Background: an optimization exercise with open tools, aiming at small area, a short achievable clock period and few clock cycles per item. Do not read the settings as production practice.
Where RTL was checked, it was by simulation tests only, not by an equivalence proof against the original.
Function not checked in runs 1 to 4: the RTL went through the layout flow alone.

==> flow/design.v <==
module LUT (
    input      [4:0]  sel,
    output reg [31:0] value
);
    always @(*) begin
        case (sel)
        5'd0:  value = 32'h5A000000;
        5'd1:  value = 32'h3521E1EA;
        5'd2:  value = 32'h1C124D4A;
        5'd3:  value = 32'h0E4047A0;
        5'd4:  value = 32'h0726F57E;
        5'd5:  value = 32'h0392B95A;
        5'd6:  value = 32'h01C925CA;
        5'd7:  value = 32'h00E45A2C;
        5'd8:  value = 32'h00723A7E;
        5'd9:  value = 32'h003987BA;
        5'd10: value = 32'h001C490E;
        5'd11: value = 32'h000E4520;
        5'd12: value = 32'h000722F8;
        5'd13: value = 32'h0003CCDC;
        5'd14: value = 32'h0001CAAE;
        default: value = 32'h0;
        endcase
    end
endmodule
module V_CORDIC (
    input signed [31:0]      i_data_1,
    input signed [31:0]      i_data_2,
    input                    en,
    input                    rst,
    input                    clk,
    input         [31:0]     LUT,
    output        [31:0]     o_data_1,
    output        [31:0]     o_data_2,
    output        [31:0]     angle,
    output reg               done_flag,
    output        [4:0]      sel
);
    localparam [31:0] ANG0 = 32'h9C20A7BB;    
    reg        busy;
    reg [4:0]  cnt;           
    reg [32:0] x, y;
    reg [31:1] a;             
    reg [31:0] hx, hy;
    reg        iter, mul, usehi, last, minv;
    reg [3:0]  shx_lo, shx_hr, shy_lo_n, shy_hr_n;    
    reg [1:0]  shx_hm, shy_hm_n;                      
    wire [4:0] cnt_n  = busy ? cnt + 5'd1 : 5'd0;
    wire       iter_n = (cnt_n < 5'd15);
    reg  [3:0] sh_n;
    reg        minv_n;
    always @(*) begin
        minv_n = 1'b0;
        case (cnt_n)
        5'd15: begin sh_n = 4'd1; minv_n = 1'b1; end
        5'd16: begin sh_n = 4'd3; end
        5'd17: begin sh_n = 4'd4; minv_n = 1'b1; end
        5'd18: begin sh_n = 4'd2; end
        5'd19: begin sh_n = 4'd2; minv_n = 1'b1; end
        5'd20: begin sh_n = 4'd3; end
        5'd21: begin sh_n = 4'd3; end
        5'd22: begin sh_n = 4'd3; minv_n = 1'b1; end
        5'd23: begin sh_n = 4'd2; end
        default: sh_n = cnt_n[3:0];
        endcase
    end
    wire [3:0] lo_n = 4'b0001 << sh_n[1:0];
    wire [3:0] hi_n = 4'b0001 << sh_n[3:2];
    wire [3:0] hr_n = iter_n ? hi_n : 4'b0000;
    wire [1:0] hm_n = iter_n ? 2'b00 : hi_n[1:0];
    wire neg = y[31];
    wire xs = usehi ? x[32] : x[31];
    wire ys = usehi ? y[32] : y[31];
    wire [32:0] shx, shy;
    cordic_sra33 srx (.r({y[31], y[31:0]}), .m({xs, x[31:0]}),
                      .s_lo(shx_lo), .s_hr(shx_hr), .s_hm(shx_hm), .q(shx));
    cordic_sra33 sry (.r({x[31], x[31:0]}), .m({ys, y[31:0]}),
                      .s_lo(~shy_lo_n), .s_hr(~shy_hr_n), .s_hm(~shy_hm_n), .q(shy));
    reg  invx_l, invx_hn, invy_l, invy_hn, cix, ciy;
    wire [32:0] invxv = {{16{~invx_hn}}, {17{invx_l}}};
    wire [32:0] invyv = {{16{~invy_hn}}, {17{invy_l}}};
    wire [32:0] ax = mul ? {hx[31], hx} : {x[31], x[31:0]};
    wire [32:0] ay = mul ? {hy[31], hy} : {y[31], y[31:0]};
    wire [32:0] sumx, sumy;
    cordic_add33 addx (.a(ax), .b(shx ^ invxv), .ci(cix), .s(sumx));
    cordic_add33 addy (.a(ay), .b(shy ^ invyv), .ci(ciy), .s(sumy));
    wire [31:1] suma = a + (LUT[31:1] & {31{neg}});
    wire [32:0] y_n = busy ? sumy : {i_data_2[31], i_data_2};
    always @(posedge clk or posedge rst) begin
        if (rst) begin
            busy      <= 1'b0;
            cnt       <= 5'd0;
            done_flag <= 1'b0;
        end else begin
            done_flag <= busy & last;
            busy      <= busy ? ~last : en;
            cnt       <= cnt_n;
        end
    end
    always @(posedge clk) begin
        iter     <= iter_n;
        mul      <= ~iter_n;
        usehi    <= (cnt_n >= 5'd16);
        last     <= (cnt_n == 5'd23);
        minv     <= minv_n;
        shx_lo   <= lo_n;
        shx_hr   <= hr_n;
        shx_hm   <= hm_n;
        shy_lo_n <= ~lo_n;
        shy_hr_n <= ~hr_n;
        shy_hm_n <= ~hm_n;
        x        <= busy ? sumx : {i_data_1[31], i_data_1};
        y        <= y_n;
        invx_l   <= iter_n ? y_n[31]  : minv_n;
        invx_hn  <= ~(iter_n ? y_n[31]  : minv_n);
        invy_l   <= iter_n ? ~y_n[31] : minv_n;
        invy_hn  <= ~(iter_n ? ~y_n[31] : minv_n);
        cix      <= iter_n & y_n[31];
        ciy      <= iter_n & ~y_n[31];
        a        <= busy ? suma : ANG0[31:1];
        if (!mul) begin
            hx <= sumx[31:0];
            hy <= sumy[31:0];
        end
    end
    assign sel      = cnt;
    assign o_data_1 = x[32:1];
    assign o_data_2 = y[32:1];
    assign angle    = {a, 1'b1};
endmodule
module cordic_sra33 (
    input  [32:0] r,
    input  [32:0] m,
    input  [3:0]  s_lo,
    input  [3:0]  s_hr,
    input  [1:0]  s_hm,
    output [32:0] q
);
    wire [44:0] re = {{12{r[32]}}, r};
    wire [36:0] me = {{4{m[32]}}, m};
    wire [32:0] t;
    wire [35:0] te = {{3{t[32]}}, t};
    genvar j;
    generate
        for (j = 0; j < 33; j = j + 1) begin : g
            assign t[j] = (s_hr[0] & re[j])     | (s_hr[1] & re[j + 4]) |
                          (s_hr[2] & re[j + 8]) | (s_hr[3] & re[j + 12]) |
                          (s_hm[0] & me[j])     | (s_hm[1] & me[j + 4]);
            assign q[j] = (s_lo[0] & te[j])     | (s_lo[1] & te[j + 1]) |
                          (s_lo[2] & te[j + 2]) | (s_lo[3] & te[j + 3]);
        end
    endgenerate
endmodule
module cordic_add33(input [32:0] a, input [32:0] b, input ci, output [32:0] s);
  wire [33:0] g0, p0;
  assign g0 = {a & b, ci};
  assign p0 = {a ^ b, 1'b0};
  wire g1_1 = g0[1] | (p0[1] & g0[0]);
  wire g1_2 = g0[2] | (p0[2] & g0[1]);
  wire p1_2 = p0[2] & p0[1];
  wire g1_3 = g0[3] | (p0[3] & g0[2]);
  wire p1_3 = p0[3] & p0[2];
  wire g1_4 = g0[4] | (p0[4] & g0[3]);
  wire p1_4 = p0[4] & p0[3];
  wire g1_5 = g0[5] | (p0[5] & g0[4]);
  wire p1_5 = p0[5] & p0[4];
  wire g1_6 = g0[6] | (p0[6] & g0[5]);
  wire p1_6 = p0[6] & p0[5];
  wire g1_7 = g0[7] | (p0[7] & g0[6]);
  wire p1_7 = p0[7] & p0[6];
  wire g1_8 = g0[8] | (p0[8] & g0[7]);
  wire p1_8 = p0[8] & p0[7];
  wire g1_9 = g0[9] | (p0[9] & g0[8]);
  wire p1_9 = p0[9] & p0[8];
  wire g1_10 = g0[10] | (p0[10] & g0[9]);
  wire p1_10 = p0[10] & p0[9];
  wire g1_11 = g0[11] | (p0[11] & g0[10]);
  wire p1_11 = p0[11] & p0[10];
  wire g1_12 = g0[12] | (p0[12] & g0[11]);
  wire p1_12 = p0[12] & p0[11];
  wire g1_13 = g0[13] | (p0[13] & g0[12]);
  wire p1_13 = p0[13] & p0[12];
  wire g1_14 = g0[14] | (p0[14] & g0[13]);
  wire p1_14 = p0[14] & p0[13];
  wire g1_15 = g0[15] | (p0[15] & g0[14]);
  wire p1_15 = p0[15] & p0[14];
  wire g1_16 = g0[16] | (p0[16] & g0[15]);
  wire p1_16 = p0[16] & p0[15];
  wire g1_17 = g0[17] | (p0[17] & g0[16]);
  wire p1_17 = p0[17] & p0[16];
  wire g1_18 = g0[18] | (p0[18] & g0[17]);
  wire p1_18 = p0[18] & p0[17];
  wire g1_19 = g0[19] | (p0[19] & g0[18]);
  wire p1_19 = p0[19] & p0[18];
  wire g1_20 = g0[20] | (p0[20] & g0[19]);
  wire p1_20 = p0[20] & p0[19];
  wire g1_21 = g0[21] | (p0[21] & g0[20]);
  wire p1_21 = p0[21] & p0[20];
  wire g1_22 = g0[22] | (p0[22] & g0[21]);
  wire p1_22 = p0[22] & p0[21];
  wire g1_23 = g0[23] | (p0[23] & g0[22]);
  wire p1_23 = p0[23] & p0[22];
  wire g1_24 = g0[24] | (p0[24] & g0[23]);
  wire p1_24 = p0[24] & p0[23];
  wire g1_25 = g0[25] | (p0[25] & g0[24]);
  wire p1_25 = p0[25] & p0[24];
  wire g1_26 = g0[26] | (p0[26] & g0[25]);
  wire p1_26 = p0[26] & p0[25];
  wire g1_27 = g0[27] | (p0[27] & g0[26]);
  wire p1_27 = p0[27] & p0[26];
  wire g1_28 = g0[28] | (p0[28] & g0[27]);
  wire p1_28 = p0[28] & p0[27];
  wire g1_29 = g0[29] | (p0[29] & g0[28]);
  wire p1_29 = p0[29] & p0[28];
  wire g1_30 = g0[30] | (p0[30] & g0[29]);
  wire p1_30 = p0[30] & p0[29];
  wire g1_31 = g0[31] | (p0[31] & g0[30]);
  wire p1_31 = p0[31] & p0[30];
  wire g1_32 = g0[32] | (p0[32] & g0[31]);
  wire p1_32 = p0[32] & p0[31];
  wire g1_33 = g0[33] | (p0[33] & g0[32]);
  wire p1_33 = p0[33] & p0[32];
  wire g2_2 = g1_2 | (p1_2 & g0[0]);
  wire g2_3 = g1_3 | (p1_3 & g1_1);
  wire p2_3 = p1_3 & p0[1];
  wire g2_4 = g1_4 | (p1_4 & g1_2);
  wire p2_4 = p1_4 & p1_2;
  wire g2_5 = g1_5 | (p1_5 & g1_3);
  wire p2_5 = p1_5 & p1_3;
  wire g2_6 = g1_6 | (p1_6 & g1_4);
  wire p2_6 = p1_6 & p1_4;
  wire g2_7 = g1_7 | (p1_7 & g1_5);
  wire p2_7 = p1_7 & p1_5;
  wire g2_8 = g1_8 | (p1_8 & g1_6);
  wire p2_8 = p1_8 & p1_6;
  wire g2_9 = g1_9 | (p1_9 & g1_7);
  wire p2_9 = p1_9 & p1_7;
  wire g2_10 = g1_10 | (p1_10 & g1_8);
  wire p2_10 = p1_10 & p1_8;
  wire g2_11 = g1_11 | (p1_11 & g1_9);
  wire p2_11 = p1_11 & p1_9;
  wire g2_12 = g1_12 | (p1_12 & g1_10);
  wire p2_12 = p1_12 & p1_10;
  wire g2_13 = g1_13 | (p1_13 & g1_11);
  wire p2_13 = p1_13 & p1_11;
  wire g2_14 = g1_14 | (p1_14 & g1_12);
  wire p2_14 = p1_14 & p1_12;
  wire g2_15 = g1_15 | (p1_15 & g1_13);
  wire p2_15 = p1_15 & p1_13;
  wire g2_16 = g1_16 | (p1_16 & g1_14);
  wire p2_16 = p1_16 & p1_14;
  wire g2_17 = g1_17 | (p1_17 & g1_15);
  wire p2_17 = p1_17 & p1_15;
  wire g2_18 = g1_18 | (p1_18 & g1_16);
  wire p2_18 = p1_18 & p1_16;
  wire g2_19 = g1_19 | (p1_19 & g1_17);
  wire p2_19 = p1_19 & p1_17;
  wire g2_20 = g1_20 | (p1_20 & g1_18);
  wire p2_20 = p1_20 & p1_18;
  wire g2_21 = g1_21 | (p1_21 & g1_19);
  wire p2_21 = p1_21 & p1_19;
  wire g2_22 = g1_22 | (p1_22 & g1_20);
  wire p2_22 = p1_22 & p1_20;
  wire g2_23 = g1_23 | (p1_23 & g1_21);
  wire p2_23 = p1_23 & p1_21;
  wire g2_24 = g1_24 | (p1_24 & g1_22);
  wire p2_24 = p1_24 & p1_22;
  wire g2_25 = g1_25 | (p1_25 & g1_23);
  wire p2_25 = p1_25 & p1_23;
  wire g2_26 = g1_26 | (p1_26 & g1_24);
  wire p2_26 = p1_26 & p1_24;
  wire g2_27 = g1_27 | (p1_27 & g1_25);
  wire p2_27 = p1_27 & p1_25;
  wire g2_28 = g1_28 | (p1_28 & g1_26);
  wire p2_28 = p1_28 & p1_26;
  wire g2_29 = g1_29 | (p1_29 & g1_27);
  wire p2_29 = p1_29 & p1_27;
  wire g2_30 = g1_30 | (p1_30 & g1_28);
  wire p2_30 = p1_30 & p1_28;
  wire g2_31 = g1_31 | (p1_31 & g1_29);
  wire p2_31 = p1_31 & p1_29;
  wire g2_32 = g1_32 | (p1_32 & g1_30);
  wire p2_32 = p1_32 & p1_30;
  wire g2_33 = g1_33 | (p1_33 & g1_31);
  wire p2_33 = p1_33 & p1_31;
  wire g3_4 = g2_4 | (p2_4 & g0[0]);
  wire g3_5 = g2_5 | (p2_5 & g1_1);
  wire p3_5 = p2_5 & p0[1];
  wire g3_6 = g2_6 | (p2_6 & g2_2);
  wire p3_6 = p2_6 & p1_2;
  wire g3_7 = g2_7 | (p2_7 & g2_3);
  wire p3_7 = p2_7 & p2_3;
  wire g3_8 = g2_8 | (p2_8 & g2_4);
  wire p3_8 = p2_8 & p2_4;
  wire g3_9 = g2_9 | (p2_9 & g2_5);
  wire p3_9 = p2_9 & p2_5;
  wire g3_10 = g2_10 | (p2_10 & g2_6);
  wire p3_10 = p2_10 & p2_6;
  wire g3_11 = g2_11 | (p2_11 & g2_7);
  wire p3_11 = p2_11 & p2_7;
  wire g3_12 = g2_12 | (p2_12 & g2_8);
  wire p3_12 = p2_12 & p2_8;
  wire g3_13 = g2_13 | (p2_13 & g2_9);
  wire p3_13 = p2_13 & p2_9;
  wire g3_14 = g2_14 | (p2_14 & g2_10);
  wire p3_14 = p2_14 & p2_10;
  wire g3_15 = g2_15 | (p2_15 & g2_11);
  wire p3_15 = p2_15 & p2_11;
  wire g3_16 = g2_16 | (p2_16 & g2_12);
  wire p3_16 = p2_16 & p2_12;
  wire g3_17 = g2_17 | (p2_17 & g2_13);
  wire p3_17 = p2_17 & p2_13;
  wire g3_18 = g2_18 | (p2_18 & g2_14);
  wire p3_18 = p2_18 & p2_14;
  wire g3_19 = g2_19 | (p2_19 & g2_15);
  wire p3_19 = p2_19 & p2_15;
  wire g3_20 = g2_20 | (p2_20 & g2_16);
  wire p3_20 = p2_20 & p2_16;
  wire g3_21 = g2_21 | (p2_21 & g2_17);
  wire p3_21 = p2_21 & p2_17;
  wire g3_22 = g2_22 | (p2_22 & g2_18);
  wire p3_22 = p2_22 & p2_18;
  wire g3_23 = g2_23 | (p2_23 & g2_19);
  wire p3_23 = p2_23 & p2_19;
  wire g3_24 = g2_24 | (p2_24 & g2_20);
  wire p3_24 = p2_24 & p2_20;
  wire g3_25 = g2_25 | (p2_25 & g2_21);
  wire p3_25 = p2_25 & p2_21;
  wire g3_26 = g2_26 | (p2_26 & g2_22);
  wire p3_26 = p2_26 & p2_22;
  wire g3_27 = g2_27 | (p2_27 & g2_23);
  wire p3_27 = p2_27 & p2_23;
  wire g3_28 = g2_28 | (p2_28 & g2_24);
  wire p3_28 = p2_28 & p2_24;
  wire g3_29 = g2_29 | (p2_29 & g2_25);
  wire p3_29 = p2_29 & p2_25;
  wire g3_30 = g2_30 | (p2_30 & g2_26);
  wire p3_30 = p2_30 & p2_26;
  wire g3_31 = g2_31 | (p2_31 & g2_27);
  wire p3_31 = p2_31 & p2_27;
  wire g3_32 = g2_32 | (p2_32 & g2_28);
  wire p3_32 = p2_32 & p2_28;
  wire g3_33 = g2_33 | (p2_33 & g2_29);
  wire p3_33 = p2_33 & p2_29;
  wire g4_8 = g3_8 | (p3_8 & g0[0]);
  wire g4_9 = g3_9 | (p3_9 & g1_1);
  wire p4_9 = p3_9 & p0[1];
  wire g4_10 = g3_10 | (p3_10 & g2_2);
  wire p4_10 = p3_10 & p1_2;
  wire g4_11 = g3_11 | (p3_11 & g2_3);
  wire p4_11 = p3_11 & p2_3;
  wire g4_12 = g3_12 | (p3_12 & g3_4);
  wire p4_12 = p3_12 & p2_4;
  wire g4_13 = g3_13 | (p3_13 & g3_5);
  wire p4_13 = p3_13 & p3_5;
  wire g4_14 = g3_14 | (p3_14 & g3_6);
  wire p4_14 = p3_14 & p3_6;
  wire g4_15 = g3_15 | (p3_15 & g3_7);
  wire p4_15 = p3_15 & p3_7;
  wire g4_16 = g3_16 | (p3_16 & g3_8);
  wire p4_16 = p3_16 & p3_8;
  wire g4_17 = g3_17 | (p3_17 & g3_9);
  wire p4_17 = p3_17 & p3_9;
  wire g4_18 = g3_18 | (p3_18 & g3_10);
  wire p4_18 = p3_18 & p3_10;
  wire g4_19 = g3_19 | (p3_19 & g3_11);
  wire p4_19 = p3_19 & p3_11;
  wire g4_20 = g3_20 | (p3_20 & g3_12);
  wire p4_20 = p3_20 & p3_12;
  wire g4_21 = g3_21 | (p3_21 & g3_13);
  wire p4_21 = p3_21 & p3_13;
  wire g4_22 = g3_22 | (p3_22 & g3_14);
  wire p4_22 = p3_22 & p3_14;
  wire g4_23 = g3_23 | (p3_23 & g3_15);
  wire p4_23 = p3_23 & p3_15;
  wire g4_24 = g3_24 | (p3_24 & g3_16);
  wire p4_24 = p3_24 & p3_16;
  wire g4_25 = g3_25 | (p3_25 & g3_17);
  wire p4_25 = p3_25 & p3_17;
  wire g4_26 = g3_26 | (p3_26 & g3_18);
  wire p4_26 = p3_26 & p3_18;
  wire g4_27 = g3_27 | (p3_27 & g3_19);
  wire p4_27 = p3_27 & p3_19;
  wire g4_28 = g3_28 | (p3_28 & g3_20);
  wire p4_28 = p3_28 & p3_20;
  wire g4_29 = g3_29 | (p3_29 & g3_21);
  wire p4_29 = p3_29 & p3_21;
  wire g4_30 = g3_30 | (p3_30 & g3_22);
  wire p4_30 = p3_30 & p3_22;
  wire g4_31 = g3_31 | (p3_31 & g3_23);
  wire p4_31 = p3_31 & p3_23;
  wire g4_32 = g3_32 | (p3_32 & g3_24);
  wire p4_32 = p3_32 & p3_24;
  wire g4_33 = g3_33 | (p3_33 & g3_25);
  wire p4_33 = p3_33 & p3_25;
  wire g5_16 = g4_16 | (p4_16 & g0[0]);
  wire g5_17 = g4_17 | (p4_17 & g1_1);
  wire p5_17 = p4_17 & p0[1];
  wire g5_18 = g4_18 | (p4_18 & g2_2);
  wire p5_18 = p4_18 & p1_2;
  wire g5_19 = g4_19 | (p4_19 & g2_3);
  wire p5_19 = p4_19 & p2_3;
  wire g5_20 = g4_20 | (p4_20 & g3_4);
  wire p5_20 = p4_20 & p2_4;
  wire g5_21 = g4_21 | (p4_21 & g3_5);
  wire p5_21 = p4_21 & p3_5;
  wire g5_22 = g4_22 | (p4_22 & g3_6);
  wire p5_22 = p4_22 & p3_6;
  wire g5_23 = g4_23 | (p4_23 & g3_7);
  wire p5_23 = p4_23 & p3_7;
  wire g5_24 = g4_24 | (p4_24 & g4_8);
  wire p5_24 = p4_24 & p3_8;
  wire g5_25 = g4_25 | (p4_25 & g4_9);
  wire p5_25 = p4_25 & p4_9;
  wire g5_26 = g4_26 | (p4_26 & g4_10);
  wire p5_26 = p4_26 & p4_10;
  wire g5_27 = g4_27 | (p4_27 & g4_11);
  wire p5_27 = p4_27 & p4_11;
  wire g5_28 = g4_28 | (p4_28 & g4_12);
  wire p5_28 = p4_28 & p4_12;
  wire g5_29 = g4_29 | (p4_29 & g4_13);
  wire p5_29 = p4_29 & p4_13;
  wire g5_30 = g4_30 | (p4_30 & g4_14);
  wire p5_30 = p4_30 & p4_14;
  wire g5_31 = g4_31 | (p4_31 & g4_15);
  wire p5_31 = p4_31 & p4_15;
  wire g5_32 = g4_32 | (p4_32 & g4_16);
  wire p5_32 = p4_32 & p4_16;
  wire g5_33 = g4_33 | (p4_33 & g4_17);
  wire p5_33 = p4_33 & p4_17;
  wire g6_32 = g5_32 | (p5_32 & g0[0]);
  wire g6_33 = g5_33 | (p5_33 & g1_1);
  wire p6_33 = p5_33 & p0[1];
  wire [32:0] c = {g6_32, g5_31, g5_30, g5_29, g5_28, g5_27, g5_26, g5_25, g5_24, g5_23, g5_22, g5_21, g5_20, g5_19, g5_18, g5_17, g5_16, g4_15, g4_14, g4_13, g4_12, g4_11, g4_10, g4_9, g4_8, g3_7, g3_6, g3_5, g3_4, g2_3, g2_2, g1_1, g0[0]};
  assign s = p0[33:1] ^ c;
endmodule
module V_CORDIC_Unit (
    input signed [31:0]      i_data_1, 
    input signed [31:0]      i_data_2,
    input                    en,
    input                    rst,
    input                    clk,
    output signed [31:0]     o_data_1,
    output signed [31:0]     o_data_2,
    output signed [31:0]     angle,
    output                   done_flag
);
    wire [31:0] LUT;
    wire [4:0]  sel;    
    V_CORDIC veccor (
        .i_data_1(i_data_1),
        .i_data_2(i_data_2),
        .en(en),
        .rst(rst),
        .clk(clk),
        .LUT(LUT),
        .o_data_1(o_data_1),
        .o_data_2(o_data_2),
        .angle(angle),
        .done_flag(done_flag),
        .sel(sel)
    );
    LUT lut (
        .sel(sel),
        .value(LUT)
    );
endmodule
==> flow/flow/run.sh <==
#!/bin/bash
# Standard ORFS layout with two changes: port buffers are buf_1 cells, and
# repair_timing aims at a setup margin of 5.5 ns.
set -o pipefail
bash standard.sh 'BUFFER_PORTS_ARGS=-buffer_cell sky130_fd_sc_hd__buf_1' SETUP_SLACK_MARGIN=5.5 finish > standard.log 2>&1
==> flow/standard.sh <==
#!/bin/bash
# synth_recipe.tcl (not shown) runs the flow's synth.tcl, then flattens the netlist and writes it again
# the make line also repeats each setting of config.mk as NAME=value (left out here)
make -C /OpenROAD-flow-scripts/flow DESIGN_CONFIG=/design/flow/config.mk WORK_HOME=/design/flow/orfs CLKGATE_MAP_FILE= SYNTH_SCRIPT=/design/flow/synth_recipe.tcl "${@:-finish}"
==> flow/config.mk <==
export PLATFORM = sky130hd
export DESIGN_NAME = V_CORDIC_Unit
export DESIGN_NICKNAME = V_CORDIC_Unit
export VERILOG_FILES = /design/flow/design.v
export SDC_FILE = /design/flow/constraint.sdc
export NUM_CORES = 4
export LEC_CHECK = 0
export CAP_MARGIN = 20
export CORE_MARGIN = 2
export CORE_UTILIZATION = 65
export PLACE_DENSITY = 0.8
export SLEW_MARGIN = 20
==> flow/constraint.sdc <==
create_clock -name core_clock -period 10.0 [get_ports {clk}]
set_input_delay 2.0000 -clock core_clock [delete_from_list [all_inputs] [get_ports {clk}]]
set_output_delay 2.0000 -clock core_clock [all_outputs]
set_load 0.01 [all_outputs]
==> out/qor.csv, run 1 <==
metric,value,unit
path_clk_slew,80,ps
synth_edf_count,64,
grt_overflow,0,
crit_path_end_kind,register,
clock_latency,450,ps
dp_cells,2286,
drtIter0Drc,1983,
crit_chain,nand2b_1 > a211oi_1 > ha_1 > a21oi_1 > nand3_1 > or2_0 > o211a_1 > a211o_1 > a211o_1 > or3_1 > a31oi_1 > mux2i_1,
synth_sequential_area_ratio,28.7,%
grt_pass1_wl,78700,µm
clock_skew,18.3,ps
grt_max_degree,72,
r2r_slack,5620,ps
hpwl,38900,µm
hold_violations,0,
rsz0062_at_grt,false,
syn_area,0.0161,mm²
worst-endpoint-required,10380,ps
hold_path.startpoint,veccor.last$_DFF_P_,
hold-path-endpoint,veccor.busy$_DFF_PP0_,
worstSetupStartpointType,register,
cts_buffers,17,
tightest_slew,996,ps
wirelength,52500,µm
yosysTopAreaCell,dfxtp_1,
fmax,228,MHz
holdPathStages,1,
die_x,161,µm
cts.sinks,197,
vias,15964,
syn_to_final_growth,7.16,%
synth_top_area_share,15.7,%
n_antenna_cell,0,
post-route-period-util,43.8,%
tns,0,ps
yosysWarnings,2,
cpLargestDelayFamily,compound AO/OA/AOI/OAI gates,
period_minus_slack,4380,ps
synth_ff_type,dfxtp_1,
syn_area_per_cell,8.13,µm²
maxCapViolCount,0,
rr_startpoint,veccor.y[31]$_DFF_P_,
n_fill_cell,2013,
routed_via_density,6.83,
yosysUniqueCellTypes,73,
cp.arrival,4760,ps
initial_core_util,66.1,%
crit_path_top_delay_cell,dfxtp_1,
hold_class,register to register,
utilization,70.8,%
r2r_end,veccor.a[29]$_SDFF_PN0_,
place_area,0.0162,mm²
fin_nets,2174,
io_pins,164,
synth_cells,1977,
routabilityCongestion,1.04,
drt_first_pass_iters,10,
drive_above_1_share,10.1,%
drc,0,
slew_violations,0,
wl_per_cell,22.5,µm
final_antenna_net_count,0,
critPathMostFrequentCell,a211o_1,
grt_pass1_vias,14404,
die_area,0.0260,mm²
hold_buffers,0,
setup_viol,0,
syn_nets,2150,
cts_max_path_buffers,2,
root_buffer,clkbuf_16,
rows,57,
final_cells,2338,
worstPathMaxFanout,16,
status,no timing/DRC/antenna violations,
ctsHtreeMaxLevel,4,
criticalPathCategory,register to register,
synthArstFlopShare,3.55,%
relSlewSlack,33.5,%
portBuffers,162,
cts_tree,built,
post-place-ws,5050,ps
ys_seq_elements,197,
r2r_cells,12,
max_stage_delay,700,ps
fp.dieH,161,µm
crit_buf_inv,0,
grt_usage,38.3,%
setup_slack,5620,ps
final_cell_area,0.0172,mm²
antenna_found_initial,0,
synthTopCellsByArea,"dfxtp_1 (16%), edfxtp_1 (12%), ha_1 (8.0%)",
coreArea,0.0243,mm²
[cells by family after synthesis]
kind of cell	after synthesis	share of synthesized area [%]
buffers and inverters	301	8.53
xor gates and xnor gates	146	8.12
other	1	0.0233
DFF	197	28.7
and+or+nand+nor	489	13.5
adders and majority gates	106	8.39
muxes	69	4.77
AOI/OAI and AO/OA	668	27.9
[cells in the final DEF (no fill, tap or decap), types with 8 or more instances in the layout]
cell         n
clkbuf_16   17
inv_1      103
nand4_1     12
a21oi_1     88
a211oi_1    22
dfxtp_4     11
a31oi_1     10
ha_1       102
and3_1       9
nand2b_1    17
a21o_1      33
nand3_1     60
mux2i_1      8
o21a_1      18
a22o_1      27
o221ai_1     8
buf_1      162
a221oi_1    27
dfxtp_2     12
xnor2_1     93
o21bai_1    12
o211ai_1    12
nor2b_1     14
nand2_1    161
nor2_1     144
mux2_2      61
nor3_1      27
nor3_2      19
a22oi_1     76
o22ai_1    127
o21ai_0    127
edfxtp_1    64
buf_4       24
xor2_1      51
dfxtp_1    103
[synth_stat cells, types with 12 or more instances]
cell and number:
a211oi_1 22, a21o_1 33, a21oi_1 88, a221oi_1 30
a22o_1 27, a22oi_1 76, buf_1 12, buf_4 63
clkbuf_1 107, dfxtp_1 126, edfxtp_1 64, ha_1 103
inv_1 114, mux2_2 61, nand2_1 161, nand2b_1 17
nand3_1 60, nand4_1 12, nor2_1 144, nor2b_1 14
nor3_1 46, o211ai_1 12, o21a_1 18, o21ai_0 131
o21bai_1 12, o22ai_1 127, xnor2_1 93, xor2_1 51
[sequential cells by signal, summed over array words and instances, names as in the netlist, 2 cells and up]
name / cells
veccor.x: 33
veccor.y: 33
veccor.hx: 32
veccor.hy: 32
veccor.a: 31
veccor.cnt: 5
veccor.shx_hr: 4
veccor.shx_lo: 4
veccor.shy_hr_n: 4
veccor.shy_lo_n: 4
veccor.shx_hm: 2
veccor.shy_hm_n: 2
[layout make-up]
type                    count  area (µm²)  area share, %
clock buffers              17         425           2.47
clock inverters            15         154          0.893
inverters                 115         450           2.61
multi-input cells        1479       10300           59.6
flip-flops and latches    197        4680           27.2
well taps                 324         405           2.35
repair buffers            191         841           4.88
[how the worst max path moves through the flow]
stage	cells after the start	slack (ps)	from	to
2_1_floorplan	19	5790	veccor.cnt[1]$_DFF_PP0_	veccor.a[29]$_SDFF_PN0_
3_3_place_gp	17	5010	veccor.cnt[0]$_DFF_PP0_	veccor.a[29]$_SDFF_PN0_
3_5_place_dp	17	5050	veccor.cnt[0]$_DFF_PP0_	veccor.a[29]$_SDFF_PN0_
4_1_cts	17	5470	veccor.cnt[0]$_DFF_PP0_	veccor.a[29]$_SDFF_PN0_
5_1_grt	15	5480	veccor.cnt[1]$_DFF_PP0_	veccor.a[29]$_SDFF_PN0_
6_report	12	5620	veccor.y[31]$_DFF_P_	veccor.a[29]$_SDFF_PN0_
[through the flow]
step	hold WS (ps)
final	460
after global routing	504
after CTS	466
after detailed placement	454
after global placement	450
after floorplan	400
[layer usage]
metal / vias to the layer above / GRT usage (%) / wire length [µm]
met3: 174 / 8.73 / 5340
met2: 924 / 59.9 / 23600
met4: 0 / 16.8 / 2410
met5: - / 0 / 0
met1: 7589 / 50.8 / 21200
li1: 7277 / - / -
[timing repair]
action                                  4_1_cts  5_1_grt
endpoints found under the setup margin       60       55
setup buffers                                 1       19
pin swaps                                     0        4
cloned                                        0        0
gates resized for setup                      20       63
==> run 2, diff against run 1 <==
--- a/flow/config.mk
+++ b/flow/config.mk
@@ -8,5 +8,5 @@
 export CAP_MARGIN = 20
 export CORE_MARGIN = 2
-export CORE_UTILIZATION = 65
-export PLACE_DENSITY = 0.8
+export CORE_UTILIZATION = 55
+export PLACE_DENSITY = 0.7
 export SLEW_MARGIN = 20
==> out/qor.csv, run 2 <==
metric,value,unit
syn_to_final_growth,8.00,%
worstPathMaxFanout,5,
criticalPathCategory,register to register,
n_antenna_cell,0,
synth_ff_type,dfxtp_1,
antenna_found_initial,1,
r2r_cells,17,
clock_latency,470,ps
die_area,0.0306,mm²
synth_edf_count,64,
tightest_slew,1090,ps
worstSetupStartpointType,register,
syn_area_per_cell,8.13,µm²
coreArea,0.0288,mm²
wirelength,52600,µm
tns,0,ps
max_stage_delay,440,ps
yosys.cell_count.top_type,nand2_1,
root_buffer,clkbuf_16,
final_antenna_net_count,0,
hold_violations,0,
slew_violations,0,
grt_max_degree,72,
drive_above_1_share,9.92,%
final_common_cell,buf_1,
fmax,226,MHz
routed_via_density,6.43,
ys_seq_elements,197,
status,no timing/DRC/antenna violations,
vias,15444,
routabilityCongestion,1.00,
maxCapViolCount,0,
holdPathStages,1,
hold_class,register to register,
yosysWarnings,2,
ctsHtreeMaxLevel,4,
wl_met1,23300,µm
holdWs,464,ps
path_clk_slew,90,ps
wl_met3,3950,µm
synthTopCellsByArea,"dfxtp_1 (16%), edfxtp_1 (12%), ha_1 (8.0%)",
rows,62,
rsz0062_at_grt,true,
final_cells,2401,
fin_nets,2177,
cts_buffers,17,
initial_core_util,55.9,%
cts_max_path_buffers,2,
period_minus_slack,4430,ps
cp.arrival,4790,ps
grt_overflow,0,
clock_skew,16.8,ps
grt_pass1_wl,80200,µm
wl_per_cell,21.9,µm
final_cell_mix,"buf_1 (162), nand2_1 (161), nor2_1 (144)",
hold_buffers,0,
reg_top3,"veccor.x (33), veccor.y (33)",
r2r_slack,5570,ps
crit_path_top_delay_cell,fa_1,
hold-path-endpoint,veccor.busy$_DFF_PP0_,
grt_usage,33.3,%
die_x,175,µm
synth_top_area_share,15.7,%
syn_nets,2150,
synth_sequential_area_ratio,28.7,%
drt_first_pass_iters,7,
crit_chain,inv_1 > o22ai_1 > nor3_2 > o22ai_1 > nor2_1 > xnor2_1 > inv_1 > fa_1 > nor2b_1 > o31a_1 > o211ai_1 > nand3_1 > a41oi_2 > or3_1 > o311ai_2 > nor2_1 > or2_1,
synth_common_cells,"nand2_1 (161), nor2_1 (144), o21ai_0 (131)",
syn_area,0.0161,mm²
setup_viol,0,
hpwl,39300,µm
maxUsedRoutingLayer,met4,
crit_path_end_kind,register,
worst-endpoint-required,10360,ps
cts_tree,built,
relSlewSlack,27.1,%
drc,0,
synth_cells,1977,
drtIter0Drc,1776,
cts.sinks,197,
wl_met2,24000,µm
io_pins,164,
grt_pass1_vias,14030,
synthArstFlopShare,3.55,%
fp.dieH,175,µm
dp_cells,2347,
rr_startpoint,veccor.x[15]$_DFF_P_,
yosysTopAreaCell,dfxtp_1,
hold_path.startpoint,veccor.last$_DFF_P_,
yosysUniqueCellTypes,73,
post-route-period-util,44.3,%
portBuffers,162,
n_fill_cell,2634,
r2r_end,veccor.invx_hn$_DFF_P_,
run 2: cell types whose count changed in the layout (fill, tap and decap cells not counted), sizes merged:
cell / previous run / this run
buf: 190 / 194
clkbuf: 18 / 17
clkinv: 4 / 3
inv: 120 / 121
run 2: logic make-up after synthesis:
family	count (synthesis)	synth area share (%)
buf+inv	301	8.53
xor+xnor	146	8.12
flops	197	28.7
mux	69	4.77
simple gates	489	13.5
other cells	1	0.0233
compound gates	668	27.9
fa+ha+maj	106	8.39
run 2: how the worst max path moves through the flow:
stage,startpoint,depth (start not counted),slack (ps),end
6_report,veccor.x[15]$_DFF_P_,17,5570,veccor.invx_hn$_DFF_P_
5_1_grt,veccor.shy_hm_n[0]$_DFF_P_,17,5420,veccor.invx_hn$_DFF_P_
4_1_cts,veccor.cnt[1]$_DFF_PP0_,17,5520,veccor.a[29]$_SDFF_PN0_
3_5_place_dp,veccor.cnt[0]$_DFF_PP0_,17,4850,veccor.a[30]$_SDFF_PN0_
3_3_place_gp,veccor.cnt[0]$_DFF_PP0_,17,4930,veccor.a[30]$_SDFF_PN0_
2_1_floorplan,veccor.cnt[1]$_DFF_PP0_,19,5790,veccor.a[29]$_SDFF_PN0_
run 2: final cells by class:
class / count / area (µm²) / share of cell area, %
inverters: 115 / 454 / 2.62
multi-input cells: 1479 / 10300 / 59.2
repair buffers: 194 / 857 / 4.94
clock inverters: 15 / 191 / 1.10
clock buffers: 17 / 425 / 2.45
flip-flops and latches: 197 / 4670 / 26.9
well taps: 384 / 480 / 2.77
run 2: per-stage QoR:
stage               instance area, µm²  utilization [%]  worst slack [ps]
floorplan                        16100                -              5790
global placement                 16300             56.7              4930
detailed placement               16300             56.7              4850
CTS                              17000             59.1              5520
global route                     17400             60.3              5420
finish                           17400             60.3              5570
run 2: layer usage:
layer	track usage, %	up-vias
met5	0	-
met4	10.1	0
met3	6.18	90
met2	52.8	673
met1	46.3	7400
li1	-	7281
run 2: critical path: cells and delay by family (launching register included):
kind,cells,cell delay (ps)
AND/OR/NAND/NOR,7,1680
AO/OA/AOI/OAI,6,1250
XOR/XNOR,1,160
flip-flops,1,370
buffers and inverters,2,410
adder cells (fa/ha/maj),1,440
run 2: what timing repair did:
action	CTS	global route
setup buffers	1	21
pin swaps	0	1
setup endpoints to repair	70	53
gates resized for setup	26	52
cloned	0	0
endpoints found under the hold margin	0	0
==> run 3, diff against run 2 <==
--- a/flow/design.v
+++ b/flow/design.v
@@ -85,5 +85,6 @@
     cordic_add33 addx (.a(ax), .b(shx ^ invxv), .ci(cix), .s(sumx));
     cordic_add33 addy (.a(ay), .b(shy ^ invyv), .ci(ciy), .s(sumy));
-    wire [31:1] suma = a + (LUT[31:1] & {31{neg}});
+    wire [31:1] adda = a + LUT[31:1];
+    wire [31:1] suma = neg ? adda : a;
     wire [32:0] y_n = busy ? sumy : {i_data_2[31], i_data_2};
     always @(posedge clk or posedge rst) begin
--- a/flow/config.mk
+++ b/flow/config.mk
@@ -8,5 +8,5 @@
 export CAP_MARGIN = 20
 export CORE_MARGIN = 2
-export CORE_UTILIZATION = 55
-export PLACE_DENSITY = 0.7
+export CORE_UTILIZATION = 65
+export PLACE_DENSITY = 0.8
 export SLEW_MARGIN = 20
==> out/qor.csv, run 3 <==
metric,value,unit
status,no timing/DRC/antenna violations,
reg_top3,"veccor.x (33), veccor.y (33)",
tns,0,ps
utilization,70.7,%
antenna_found_initial,1,
hold_path.startpoint,veccor.a[23]$_SDFFE_PN0P_,
ys_seq_elements,197,
grt_pass1_vias,15112,
place_area,0.0167,mm²
synth_edf_count,64,
setup_viol,0,
drtIter0Drc,2246,
synthTopCellsByArea,"dfxtp_1 (15%), edfxtp_1 (12%), ha_1 (7.8%)",
die_area,0.0268,mm²
hold-path-endpoint,veccor.a[23]$_SDFFE_PN0P_,
yosysTopAreaCell,dfxtp_1,
grt_pass1_wl,81600,µm
syn_area,0.0166,mm²
holdPathStages,2,
rr_startpoint,veccor.cnt[0]$_DFF_PP0_,
synth_top_area_share,15.2,%
final_antenna_net_count,0,
yosysWarnings,2,
crit_chain,clkinvlp_4 > ha_4 > nor2b_2 > o31ai_1 > a21oi_2 > ha_1 > inv_1 > fa_1 > nand2b_1 > a21oi_2 > o31ai_1 > a21bo_2 > a2111oi_4 > o2111ai_2 > a21boi_0 > o221a_2 > mux2_2,
wirelength,53400,µm
rsz0062_at_grt,true,
n_antenna_cell,0,
criticalPathCategory,register to register,
final_cell_mix,"nand2_1 (195), buf_1 (162), nor2_1 (137)",
io_pins,164,
grt_overflow,0,
worstPathMaxFanout,13,
fin_nets,2256,
final_cell_area,0.0178,mm²
worstSetupStartpointType,register,
max_stage_delay,460,ps
cp.arrival,4660,ps
clock_latency,460,ps
initial_core_util,65.9,%
routabilityCongestion,0.979,
hold_buffers,0,
drt_first_pass_iters,8,
fp.dieH,164,µm
hold_violations,0,
slew_violations,0,
synth_sequential_area_ratio,27.9,%
yosysUniqueCellTypes,80,
syn_to_final_growth,7.29,%
die_x,164,µm
fmax,232,MHz
tightest_slew,1020,ps
grt_usage,38.8,%
vias,16220,
cts_max_path_buffers,2,
clock_skew,21.8,ps
path_clk_slew,80,ps
portBuffers,162,
post-place-ws,4720,ps
maxCapViolCount,0,
post-route-period-util,43.1,%
root_buffer,clkbuf_16,
crit_path_end_kind,register,
wl_per_cell,22.0,µm
synth_common_cells,"nand2_1 (195), nor2_1 (137), o21ai_0 (136)",
r2r_slack,5690,ps
final_common_cell,nand2_1,
ctsHtreeMaxLevel,4,
coreArea,0.0251,mm²
relSlewSlack,31.8,%
r2r_cells,17,
grt_max_degree,63,
worst-endpoint-required,10350,ps
yosys.cell_count.top_type,nand2_1,
hold_class,register to register,
drive_above_1_share,9.54,%
synth_cells,2055,
syn_nets,2228,
r2r_end,veccor.a[31]$_SDFFE_PN1P_,
crit_path_top_delay_cell,dfrtp_4,
period_minus_slack,4310,ps
routed_via_density,6.69,
synth_ff_type,dfxtp_1,
synthArstFlopShare,3.55,%
rows,58,
drc,0,
hpwl,38900,µm
setup_slack,5690,ps
cts_buffers,17,
cts_tree,built,
cts.sinks,197,
syn_area_per_cell,8.05,µm²
## run 3: cell types whose count changed in the layout (fill, tap and decap cells not counted), moves of 6 or more
cell | previous run | this run
o21ai_0 | 127 | 133
nor3_2 | 18 | 12
mux2i_1 | 8 | 19
nor3_1 | 28 | 40
nand3_1 | 60 | 47
nand2_1 | 161 | 195
a21o_1 | 33 | 46
buf_4 | 28 | 36
inv_1 | 106 | 123
nor2_1 | 144 | 137
## run 3: metrics by stage
stage,std cells,hold slack [ps]
final,2426,485
after global routing,2426,503
after CTS,2406,486
after detailed placement,2371,475
after global placement,2371,475
after floorplan,2055,400
## run 3: critical path: cells and delay by family (launching register included)
| family | cells | cell delay, ps |
|---|---|---|
| compound gates | 9 | 1850 |
| buf+inv | 2 | 220 |
| fa+ha+maj | 3 | 960 |
| simple gates | 2 | 390 |
| flops | 1 | 460 |
| mux | 1 | 320 |
## run 3: repair_timing
item / CTS / global route
setup buffers: 3 / 19
pin swaps: 0 / 13
endpoints found under the setup margin: 52 / 53
gates resized for setup: 23 / 36
## run 3: final cells by class
class                      instances  area (µm²)
clock buffer                      18         439
clock inverter                    14         161
fill                            2066        7350
inverter                         130         495
multi-input combinational       1535       10700
sequential                       197        4660
tap                              330         413
timing repair buffer             202         930
## run 3: how the worst max path moves through the flow
stage                                  from                   endpoint  slack [ps]  depth (start not counted)
finish              veccor.cnt[0]$_DFF_PP0_  veccor.a[31]$_SDFFE_PN1P_        5690                         17
global route           veccor.y[12]$_DFF_P_       veccor.y[30]$_DFF_P_        5450                         17
detailed placement  veccor.cnt[0]$_DFF_PP0_  veccor.a[31]$_SDFFE_PN1P_        4720                         17
global placement    veccor.cnt[0]$_DFF_PP0_  veccor.a[31]$_SDFFE_PN1P_        4820                         17
floorplan           veccor.cnt[0]$_DFF_PP0_  veccor.a[31]$_SDFFE_PN1P_        5600                         19
CTS                    veccor.y[31]$_DFF_P_       veccor.y[32]$_DFF_P_        5500                         14
## run 3: kinds of logic after synthesis
kind of cell,after synthesis,share of synthesized area (%)
AO/OA/AOI/OAI,706,29.0
AND/OR/NAND/NOR,505,13.4
buffers and inverters,323,8.75
flip-flops,197,27.9
XOR/XNOR,139,7.52
adder cells (fa/ha/maj),106,8.15
multiplexers,78,5.25
other,1,0.0227
## run 3: metal layers
layer / track usage (%) / wire, µm / vias to the layer above
met2: 64.9 / 25200 / 911
li1: - / - / 7561
met4: 21.8 / 3210 / 2
met5: 0 / 13 / -
met1: 47.1 / 20600 / 7538
met3: 6.78 / 4440 / 208
==> run 4, diff against run 3 <==
==> flow/flow/run.sh (replaced) <==
#!/bin/bash
# Standard ORFS layout with two changes: port buffers are buf_1 cells, and
# repair_timing aims at a setup margin of 6 ns.
set -o pipefail
bash standard.sh 'BUFFER_PORTS_ARGS=-buffer_cell sky130_fd_sc_hd__buf_1' SETUP_SLACK_MARGIN=6 finish > standard.log 2>&1
--- a/flow/config.mk
+++ b/flow/config.mk
@@ -8,5 +8,5 @@
 export CAP_MARGIN = 20
 export CORE_MARGIN = 2
-export CORE_UTILIZATION = 65
-export PLACE_DENSITY = 0.8
+export CORE_UTILIZATION = 55
+export PLACE_DENSITY = 0.7
 export SLEW_MARGIN = 20
==> out/qor.csv, run 4 <==
metric,value,unit
status,no timing/DRC/antenna violations,
syn_nets,2228,
path_clk_slew,80,ps
io_pins,164,
grt_pass1_vias,15319,
yosysWarnings,2,
synth_sequential_area_ratio,27.9,%
yosysTopAreaCell,dfxtp_1,
synth_xor_area_share,7.52,%
post-route-period-util,41.1,%
fmax,243,MHz
r2r_cells,16,
ys_seq_elements,197,
crit_path_end_kind,register,
endpoint,veccor.y[26]$_DFF_P_,
holdWs,454,ps
setup_viol,0,
syn_to_final_growth,16.7,%
final_common_cell,nand2_1,
fin_nets,2329,
reg_top3,"veccor.x (33), veccor.y (33)",
synth_ff_type,dfxtp_1,
cp.arrival,4470,ps
cts.sinks,197,
die_area,0.0315,mm²
yosysUniqueCellTypes,80,
r2r_slack,5890,ps
coreArea,0.0296,mm²
period_minus_slack,4110,ps
wirelength,56900,µm
final_antenna_net_count,0,
synth_simple_gate_area_share,13.4,%
grt_overflow,0,
routabilityCongestion,1.00,
root_buffer,clkbuf_16,
cts_max_path_buffers,2,
syn_area,0.0166,mm²
grt_pass1_wl,84700,µm
crit_path_start,veccor.shy_hr_n[3]$_DFF_P_,
post-place-ws,5080,ps
vias,16742,
synthAdderAreaFrac,8.15,%
worst-endpoint-required,10360,ps
final_cell_area,0.0193,mm²
drt_first_pass_iters,8,
hold_violations,0,
cts_buffers,17,
drc,0,
syn_area_per_cell,8.05,µm²
tightest_slew,1040,ps
hold_buffers,0,
clock_latency,470,ps
place_area,0.0169,mm²
dp_cells,2429,
rows,63,
slew_violations,0,
synth_edf_count,64,
hpwl,39800,µm
initial_core_util,55.8,%
wl_per_cell,22.2,µm
synth_cells,2055,
synthTopCellsByArea,"dfxtp_1 (15%), edfxtp_1 (12%), ha_1 (7.8%)",
hold_class,register to register,
portBuffers,162,
relSlewSlack,30.7,%
synth_top_family_by_area,compound AO/OA/AOI/OAI gates,
cts_tree,built,
drive_above_1_share,20.9,%
ctsHtreeMaxLevel,4,
worstSetupStartpointType,register,
grt_usage,34.3,%
setup_slack,5890,ps
rr_startpoint,veccor.shy_hr_n[3]$_DFF_P_,
rsz0062_at_grt,true,
criticalPathCategory,register to register,
clock_skew,15.2,ps
routed_via_density,6.54,
r2r_end,veccor.y[26]$_DFF_P_,
utilization,65.2,%
drtIter0Drc,1806,
worstPathMaxFanout,8,
n_fill_cell,2605,
yosys.cell_count.top_type,nand2_1,
grt_max_degree,67,
synth_common_cells,"nand2_1 (195), nor2_1 (137), o21ai_0 (136)",
antenna_found_initial,1,
synthArstFlopShare,3.55,%
tns,0,ps
final_cell_mix,"nand2_1 (195), buf_1 (162), nor2_1 (136)",
final_cells,2560,
synth_compound_area_share,29.0,%
synth_top_area_share,15.2,%
maxCapViolCount,0,
synthMuxAreaShare,5.25,%
die_x,177,µm
fp.dieH,177,µm
==> run 4: changes by cell type in the layout (fill, tap and decap cells not counted), moves of 14 or more <==
| cell | delta |
|---|---|
| buf_4 | +55 |
| dfxtp_1 | -36 |
| inv_1 | -36 |
| dfxtp_2 | +31 |
| inv_2 | +29 |
| nor3_1 | -18 |
| nor3_2 | +15 |
| a22oi_1 | -14 |
| a22oi_2 | +14 |
==> run 4: repair_timing <==
| item | 4_1_cts | 5_1_grt |
|---|---|---|
| pin swaps | 21 | 78 |
| cloned | 1 | 3 |
| endpoints found under the setup margin | 98 | 70 |
| gates resized for setup | 120 | 176 |
| buffers inserted | 40 | 54 |
==> run 4: final cells by class <==
| type | instances | area (µm²) | share of cell area [%] |
|---|---|---|---|
| multi-input cells | 1535 | 11400 | 58.8 |
| flip-flops and latches | 197 | 4720 | 24.4 |
| repair buffers | 274 | 1640 | 8.48 |
| inverters | 130 | 519 | 2.69 |
| clock buffers | 20 | 489 | 2.53 |
| well taps | 390 | 488 | 2.53 |
| clock inverters | 12 | 101 | 0.525 |
| repair inverters | 1 | 5.00 | 0.0259 |
| diodes | 1 | 2.50 | 0.0130 |
==> run 4: cell families (layout without fill, tap and decap cells) <==
group                      Yosys count  in the layout
and+or+nand+nor                    505            505
buffers and inverters              323            437
adders and majority gates          106            106
muxes                               78             78
DFF                                197            197
AOI/OAI and AO/OA                  706            706
xor gates and xnor gates           139            139
other                                1              2
==> run 4: how the worst min path moves through the flow <==
stage	startpoint	end	cells after the start
global placement	veccor.last$_DFF_P_	veccor.busy$_DFF_PP0_	1
detailed placement	veccor.last$_DFF_P_	veccor.busy$_DFF_PP0_	1
floorplan	veccor.last$_DFF_P_	veccor.busy$_DFF_PP0_	1
CTS	veccor.last$_DFF_P_	veccor.busy$_DFF_PP0_	1
finish	veccor.last$_DFF_P_	veccor.busy$_DFF_PP0_	1
global route	veccor.last$_DFF_P_	veccor.busy$_DFF_PP0_	1
==> run 4: layer usage <==
layer | vias up | routed length (µm) | GRT usage [%]
li1 | 7711 | - | -
met1 | 7933 | 22900 | 43.1
met2 | 938 | 27000 | 57.9
met3 | 160 | 4580 | 6.30
met4 | 0 | 2470 | 14.0
met5 | - | 0 | 0
==> run 4: worst max-delay path, cell delays in order (launching register included) <==
cell	delay [ps]
dfxtp_4	430
buf_6	160
o22ai_1	100
nor3_2	270
o22ai_1	130
nor2_1	170
xnor2_1	90
ha_1	420
o21ai_1	180
o21bai_1	110
a21o_1	220
a221o_1	410
o311a_4	450
o41ai_4	270
o21bai_1	130
xor2_1	170
mux2_4	260
==> run 5, diff against run 4 <==
--- a/flow/design.v
+++ b/flow/design.v
@@ -77,15 +77,14 @@
     cordic_sra33 sry (.r({x[31], x[31:0]}), .m({ys, y[31:0]}),
                       .s_lo(~shy_lo_n), .s_hr(~shy_hr_n), .s_hm(~shy_hm_n), .q(shy));
-    reg  invx_l, invx_hn, invy_l, invy_hn, cix, ciy;
-    wire [32:0] invxv = {{16{~invx_hn}}, {17{invx_l}}};
-    wire [32:0] invyv = {{16{~invy_hn}}, {17{invy_l}}};
+    wire invx = (iter & neg)  | minv;
+    wire invy = (iter & ~neg) | minv;
+    wire cix  = iter & neg;
+    wire ciy  = iter & ~neg;
     wire [32:0] ax = mul ? {hx[31], hx} : {x[31], x[31:0]};
     wire [32:0] ay = mul ? {hy[31], hy} : {y[31], y[31:0]};
     wire [32:0] sumx, sumy;
-    cordic_add33 addx (.a(ax), .b(shx ^ invxv), .ci(cix), .s(sumx));
-    cordic_add33 addy (.a(ay), .b(shy ^ invyv), .ci(ciy), .s(sumy));
-    wire [31:1] adda = a + LUT[31:1];
-    wire [31:1] suma = neg ? adda : a;
-    wire [32:0] y_n = busy ? sumy : {i_data_2[31], i_data_2};
+    cordic_add33 addx (.a(ax), .b(shx ^ {33{invx}}), .ci(cix), .s(sumx));
+    cordic_add33 addy (.a(ay), .b(shy ^ {33{invy}}), .ci(ciy), .s(sumy));
+    wire [31:1] suma = a + (LUT[31:1] & {31{neg}});
     always @(posedge clk or posedge rst) begin
         if (rst) begin
@@ -112,11 +111,5 @@
         shy_hm_n <= ~hm_n;
         x        <= busy ? sumx : {i_data_1[31], i_data_1};
-        y        <= y_n;
-        invx_l   <= iter_n ? y_n[31]  : minv_n;
-        invx_hn  <= ~(iter_n ? y_n[31]  : minv_n);
-        invy_l   <= iter_n ? ~y_n[31] : minv_n;
-        invy_hn  <= ~(iter_n ? ~y_n[31] : minv_n);
-        cix      <= iter_n & y_n[31];
-        ciy      <= iter_n & ~y_n[31];
+        y        <= busy ? sumy : {i_data_2[31], i_data_2};
         a        <= busy ? suma : ANG0[31:1];
         if (!mul) begin
==> flow/flow/run.sh (replaced) <==
#!/bin/bash
# Standard ORFS layout with two changes: port buffers are buf_1 cells, and
# repair_timing aims at a setup margin of 5.5 ns.
set -o pipefail
bash standard.sh 'BUFFER_PORTS_ARGS=-buffer_cell sky130_fd_sc_hd__buf_1' SETUP_SLACK_MARGIN=5.5 finish > standard.log 2>&1
--- a/flow/config.mk
+++ b/flow/config.mk
@@ -8,5 +8,5 @@
 export CAP_MARGIN = 20
 export CORE_MARGIN = 2
-export CORE_UTILIZATION = 55
-export PLACE_DENSITY = 0.7
+export CORE_UTILIZATION = 65
+export PLACE_DENSITY = 0.8
 export SLEW_MARGIN = 20
==> out/qor.csv, run 5 <==
metric,value,unit
reg_top3,"veccor.x (33), veccor.y (33)",
r2r_cells,14,
setup_viol,0,
grt_overflow,0,
ys_seq_elements,193,
final_cells,2355,
tightest_slew,1130,ps
routabilityCongestion,0.989,
syn_area,0.0163,mm²
relSlewSlack,24.5,%
cp.arrival,4650,ps
crit_path_end_kind,register,
hold_class,register to register,
maxUsedRoutingLayer,met4,
dp_cells,2313,
rr_startpoint,veccor.y[31]$_DFF_P_,
syn_nets,2173,
multi_input_area,0.0105,mm²
endpoint,veccor.y[29]$_DFF_P_,
tns,0,ps
fp.dieH,162,µm
maxCapViolCount,0,
drc,0,
synthArstFlopShare,3.63,%
wl_per_cell,22.1,µm
synth_cells,2000,
post-route-period-util,43.2,%
hpwl,38200,µm
n_fill_cell,2032,
hold_violations,0,
drt_first_pass_iters,12,
rows,57,
crit_path_start,veccor.y[31]$_DFF_P_,
worstSetupStartpointType,register,
die_x,162,µm
yosys.cell_count.top_type,nand2_1,
io_pins,164,
initial_core_util,66.6,%
path_clk_slew,80,ps
slew_violations,0,
cts.sinks,193,
grt_pass1_wl,80100,µm
cts_buffers,17,
root_buffer,clkbuf_16,
r2r_end,veccor.y[29]$_DFF_P_,
antenna_found_initial,1,
grt_max_degree,68,
wl_met1,20200,µm
synth_top_area_share,15.0,%
worst-endpoint-required,10330,ps
routed_via_density,6.81,
coreArea,0.0245,mm²
vias,16045,
criticalPathCategory,register to register,
synth_edf_count,64,
r2r_slack,5680,ps
synth_ff_type,dfxtp_1,
final_antenna_net_count,0,
wl_met3,4910,µm
syn_to_final_growth,6.01,%
period_minus_slack,4320,ps
clock_latency,450,ps
syn_area_per_cell,8.14,µm²
synth_sequential_area_ratio,27.9,%
yosysUniqueCellTypes,88,
fin_nets,2190,
clock_skew,18.6,ps
grt_usage,38.2,%
drtIter0Drc,2154,
portBuffers,162,
status,no timing/DRC/antenna violations,
ctsHtreeMaxLevel,4,
rsz0062_at_grt,false,
cts_tree,built,
synthTopCellsByArea,"dfxtp_1 (15%), edfxtp_1 (12%), ha_1 (7.9%)",
final_cell_mix,"nand2_1 (184), buf_1 (162), o22ai_1 (128)",
drive_above_1_share,8.57,%
die_area,0.0263,mm²
cts_max_path_buffers,2,
yosysTopAreaCell,dfxtp_1,
wl_met2,24000,µm
yosysWarnings,2,
seq_area,0.00458,mm²
wirelength,52000,µm
grt_pass1_vias,14968,
final_common_cell,nand2_1,
worstPathMaxFanout,33,
fmax,231,MHz
synth_common_cells,"nand2_1 (184), o22ai_1 (128), o21ai_0 (124)",
## run 5: changes by cell type after synthesis, moves of 6 or more
cell | previous run | this run
o21ai_0 | 136 | 124
xnor2_1 | 89 | 53
mux2i_1 | 19 | 10
a21o_1 | 46 | 39
nor2_1 | 137 | 117
inv_1 | 128 | 120
xor2_1 | 48 | 88
nand2b_1 | 11 | 22
clkbuf_1 | 116 | 109
nand2_1 | 195 | 184
a211oi_1 | 19 | 25
## run 5: critical path, cell delays in order, from the launching register on
cell and delay (ps):
dfxtp_2 600, inv_1 250, a21oi_4 160, buf_4 440, xor2_1 260, inv_1 80
fa_1 400, nand2b_1 230, a2111oi_2 430, o311ai_2 230, a31oi_4 280, a311o_1 270
a31oi_1 120, xnor2_1 170, mux2_4 270
## run 5: worst min-delay path by stage
stage / from / endpoint / slack, ps / cells past startpoint
after floorplan: veccor.last$_DFF_P_ / veccor.busy$_DFF_PP0_ / 400 / 1
after global placement: veccor.last$_DFF_P_ / veccor.busy$_DFF_PP0_ / 410 / 1
after detailed placement: veccor.last$_DFF_P_ / veccor.busy$_DFF_PP0_ / 430 / 1
after CTS: veccor.last$_DFF_P_ / veccor.busy$_DFF_PP0_ / 440 / 1
after global routing: veccor.last$_DFF_P_ / veccor.busy$_DFF_PP0_ / 450 / 1
final: veccor.last$_DFF_P_ / veccor.busy$_DFF_PP0_ / 450 / 1
## run 5: kinds of logic (layout without fill, tap and decap cells)
kind of cell	Yosys count	in the layout	synth area share, %
AO/OA/AOI/OAI	680	680	28.6
adder cells (fa/ha/maj)	106	106	8.28
other	1	2	0.0230
multiplexers	71	71	4.86
buffers and inverters	307	337	8.70
XOR/XNOR	141	141	7.58
AND/OR/NAND/NOR	501	501	14.1
flip-flops	193	193	27.9
## run 5: cell type report
class	instances	area share, %
inverters	122	2.70
diodes	1	0.0145
flip-flops and latches	193	26.6
multi-input cells	1500	60.6
well taps	324	2.35
repair buffers	183	4.47
clock inverters	15	0.899
clock buffers	17	2.46
## run 5: layer usage
layer  vias to the layer above  global-route usage [%]
li1                       7388                       -
met1                      7481                    48.1
met3                       193                    7.10
met5                         -                       0
met4                         0                    20.0
met2                       983                    62.4
## run 5: stage by stage
step	hold WS, ps	util, %	area [µm²]	setup WS, ps
after floorplan	400	-	16300	5930
after global placement	406	67.3	16500	5230
after detailed placement	429	67.3	16500	5110
after CTS	438	69.7	17100	5500
after global routing	451	70.6	17300	5510
final	447	70.6	17300	5680
## run 5: what timing repair did
action / 4_1_cts / 5_1_grt
cloned: 0 / 0
resized for setup: 10 / 37
pin swaps: 0 / 1
hold buffers: 0 / 0
buffers inserted: 1 / 8
endpoints found under the setup margin: 24 / 46
Testbench counts of run 5, summed over its fixed seeds: cycles 12,808, items 512.
==> run 6, diff against run 5 <==
--- a/flow/design.v
+++ b/flow/design.v
@@ -86,5 +86,6 @@
     cordic_add33 addx (.a(ax), .b(shx ^ {33{invx}}), .ci(cix), .s(sumx));
     cordic_add33 addy (.a(ay), .b(shy ^ {33{invy}}), .ci(ciy), .s(sumy));
-    wire [31:1] suma = a + (LUT[31:1] & {31{neg}});
+    wire [31:1] adda = a + LUT[31:1];
+    wire [31:1] suma = neg ? adda : a;
     always @(posedge clk or posedge rst) begin
         if (rst) begin
--- a/flow/config.mk
+++ b/flow/config.mk
@@ -9,4 +9,7 @@
 export CORE_MARGIN = 2
 export CORE_UTILIZATION = 65
+export CTS_BUF_LIST = sky130_fd_sc_hd__clkbuf_4 sky130_fd_sc_hd__clkbuf_8
+export CTS_CLUSTER_SIZE = 30
+export GPL_ROUTABILITY_DRIVEN = 0
 export PLACE_DENSITY = 0.8
 export SLEW_MARGIN = 20
==> out/qor.csv, run 6 <==
metric,value,unit
utilization,68.4,%
syn_area,0.0165,mm²
synth_top_family_by_area,compound AO/OA/AOI/OAI gates,
synthArstFlopShare,3.63,%
rsz0062_at_grt,true,
slew_violations,0,
crit_chain,a22oi_1 > nand3_1 > a22o_1 > a221oi_1 > xor2_1 > ha_1 > nand2_1 > nor3_4 > o311ai_2 > a31oi_1 > o21a_1 > a21oi_1 > and2_1 > xnor2_1 > mux2_2,
grt_usage,36.3,%
reg_top3,"veccor.x (33), veccor.y (33)",
cpLargestDelayFamily,compound AO/OA/AOI/OAI gates,
relSlewSlack,21.9,%
final_antenna_net_count,0,
post-cts-setup-buffers,0,
cts_max_path_buffers,2,
post-place-ws,5060,ps
setup_slack,5710,ps
n_antenna_cell,0,
synth_cells,2033,
synthMuxAreaShare,5.56,%
r2r_end,veccor.x[29]$_DFF_P_,
synth_xor_area_share,7.87,%
r2r_cells,15,
drt_first_pass_iters,9,
final_cell_mix,"nand2_1 (185), buf_1 (162), o21ai_0 (134)",
drtIter0Drc,2761,
setup_viol,0,
rows,58,
drive_above_1_share,7.80,%
n_fill_cell,2084,
grt_max_degree,93,
tightest_slew,1170,ps
wirelength,49500,µm
crit_path_top_delay_cell,dfxtp_1,
fp.dieH,163,µm
syn_nets,2206,
routed_via_density,6.82,
grt_pass1_vias,14624,
synth_simple_gate_area_share,13.9,%
final_common_cell,nand2_1,
synth_common_cells,"nand2_1 (185), o21ai_0 (135), o22ai_1 (129)",
post-route-period-util,42.9,%
synth_top_area_share,14.8,%
syn_area_per_cell,8.10,µm²
synth_ff_type,dfxtp_1,
dp_cells,2336,
worstSetupStartpointType,register,
hold_class,register to register,
synth_sequential_area_ratio,27.6,%
path_clk_slew,110,ps
tns,0,ps
rr_startpoint,veccor.shx_hr[3]$_DFF_P_,
die_x,163,µm
max_stage_delay,880,ps
fin_nets,2198,
yosys.cell_count.top_type,nand2_1,
clock_skew,26.6,ps
maxCapViolCount,0,
hold_buffers,0,
ctsHtreeMaxLevel,4,
period_minus_slack,4290,ps
hold-path-endpoint,veccor.busy$_DFF_PP0_,
clock_latency,510,ps
holdPathStages,1,
die_area,0.0266,mm²
worstPathMaxFanout,22,
synthAdderAreaFrac,8.19,%
portBuffers,162,
initial_core_util,65.8,%
fmax,233,MHz
worst-endpoint-required,10390,ps
hpwl,36700,µm
coreArea,0.0250,mm²
synthTopCellsByArea,"dfxtp_1 (15%), edfxtp_1 (12%), ha_1 (7.8%)",
cts_tree,built,
grt_overflow,0,
status,no timing/DRC/antenna violations,
grt_pass1_wl,77100,µm
yosysUniqueCellTypes,87,
drc,0,
crit_path_end_kind,register,
criticalPathCategory,register to register,
cts.sinks,193,
ys_seq_elements,193,
hold_path.startpoint,veccor.last$_DFF_P_,
r2r_slack,5710,ps
synth_compound_area_share,28.3,%
wl_per_cell,20.9,µm
cp.arrival,4680,ps
vias,16153,
io_pins,164,
crit_buf_inv,0,
syn_to_final_growth,3.94,%
yosysWarnings,2,
hold_violations,0,
synth_edf_count,64,
cts_buffers,17,
antenna_found_initial,0,
yosysTopAreaCell,dfxtp_1,
final_cells,2368,
root_buffer,clkbuf_8,
## run 6: cell types whose count changed after synthesis, sizes merged, moves of 11 or more
cell and delta:
o21ai +18, inv -11, buf +12, xnor2 +15, a21oi +14
## run 6: cell type report
cell class	instances	area, µm²	area share [%]
multi-input cells	1530	10600	61.8
flip-flops and latches	193	4580	26.8
repair buffers	172	683	3.99
inverters	111	418	2.44
well taps	330	413	2.41
clock buffers	18	241	1.41
clock inverters	14	203	1.18
## run 6: timing repair
item	CTS	global route
gates cloned	0	0
gates resized for setup	8	20
setup endpoints to repair	20	53
pin swaps	0	0
## run 6: worst max path at each step
stage | startpoint | end | slack [ps] | cells after the start
floorplan | veccor.cnt[1]$_DFF_PP0_ | veccor.a[31]$_SDFFE_PN1P_ | 5890 | 19
global placement | veccor.cnt[0]$_DFF_PP0_ | veccor.a[31]$_SDFFE_PN1P_ | 5310 | 17
detailed placement | veccor.cnt[0]$_DFF_PP0_ | veccor.a[31]$_SDFFE_PN1P_ | 5060 | 17
CTS | veccor.cnt[1]$_DFF_PP0_ | veccor.a[31]$_SDFFE_PN1P_ | 5490 | 17
global route | veccor.cnt[0]$_DFF_PP0_ | veccor.a[31]$_SDFFE_PN1P_ | 5460 | 17
finish | veccor.shx_hr[3]$_DFF_P_ | veccor.x[29]$_DFF_P_ | 5710 | 15
## run 6: metrics by stage
stage	cell area [µm²]	hold slack, ps
after floorplan	16500	400
after global placement	16600	418
after detailed placement	16600	419
after CTS	17100	427
after global routing	17100	474
final	17100	436
## run 6: cell families after synthesis
family / count (synthesis)
AOI/OAI and AO/OA: 691
xor gates and xnor gates: 148
adders and majority gates: 106
buffers and inverters: 310
DFF: 193
muxes: 82
other: 1
and+or+nand+nor: 502
## run 6: layer usage
layer  vias to the layer above  wire [µm]  GRT usage [%]
met2                      1092      22100           57.6
met4                         0       2220           16.7
met3                       195       5290           7.26
met1                      7446      19900           47.8
met5                         -          0              0
li1                       7420          -              -
## run 6: worst register-to-register path, cell delays in order, from the launching register on
cell and delay [ps]:
dfxtp_1 880, a22oi_1 210, nand3_1 210, a22o_1 170, a221oi_1 50, xor2_1 210, ha_1 380, nand2_1 190
nor3_4 380, o311ai_2 260, a31oi_1 340, o21a_1 210, a21oi_1 100, and2_1 180, xnor2_1 140, mux2_2 270
Testbench counts of run 6, summed over its fixed seeds: cycles 12,808, items 512.

-- what the ideal ports hide --
Ports are ideal in the flow. The routed layouts listed here were re-timed in OpenROAD.
Step 1 sets driving cells, clkbuf_16 on the clock port and buf_2 on the other inputs (assumed; they add their load-dependent delay and slew).
Step 2 moves the port delays by t, midway between the first and last clock arrival at a register: inputs arrive t later, outputs are due t later. That takes back most of the time a late clock gives input paths.
a / b / c = no drivers / after step 1 / after step 2; a / b = the first two.
| run | t (ns) | setup WS [ns] | latest minus earliest clock arrival (ns) |
|---|---|---|---|
| run 1 | 0.494 | 5.618 / 5.618 / 5.618 | 0.018 / 0.018 |
| run 2 | 0.519 | 5.573 / 5.573 / 5.573 | 0.017 / 0.018 |
| run 3 | 0.506 | 5.686 / 5.686 / 5.686 | 0.022 / 0.022 |
| run 4 | 0.518 | 5.887 / 5.887 / 5.887 | 0.015 / 0.015 |
| run 5 | 0.498 | 5.679 / 5.679 / 5.679 | 0.018 / 0.019 |
| run 6 | 0.542 | 5.706 / 5.707 / 5.707 | 0.027 / 0.027 |
After both steps setup and hold are still met in every run listed.
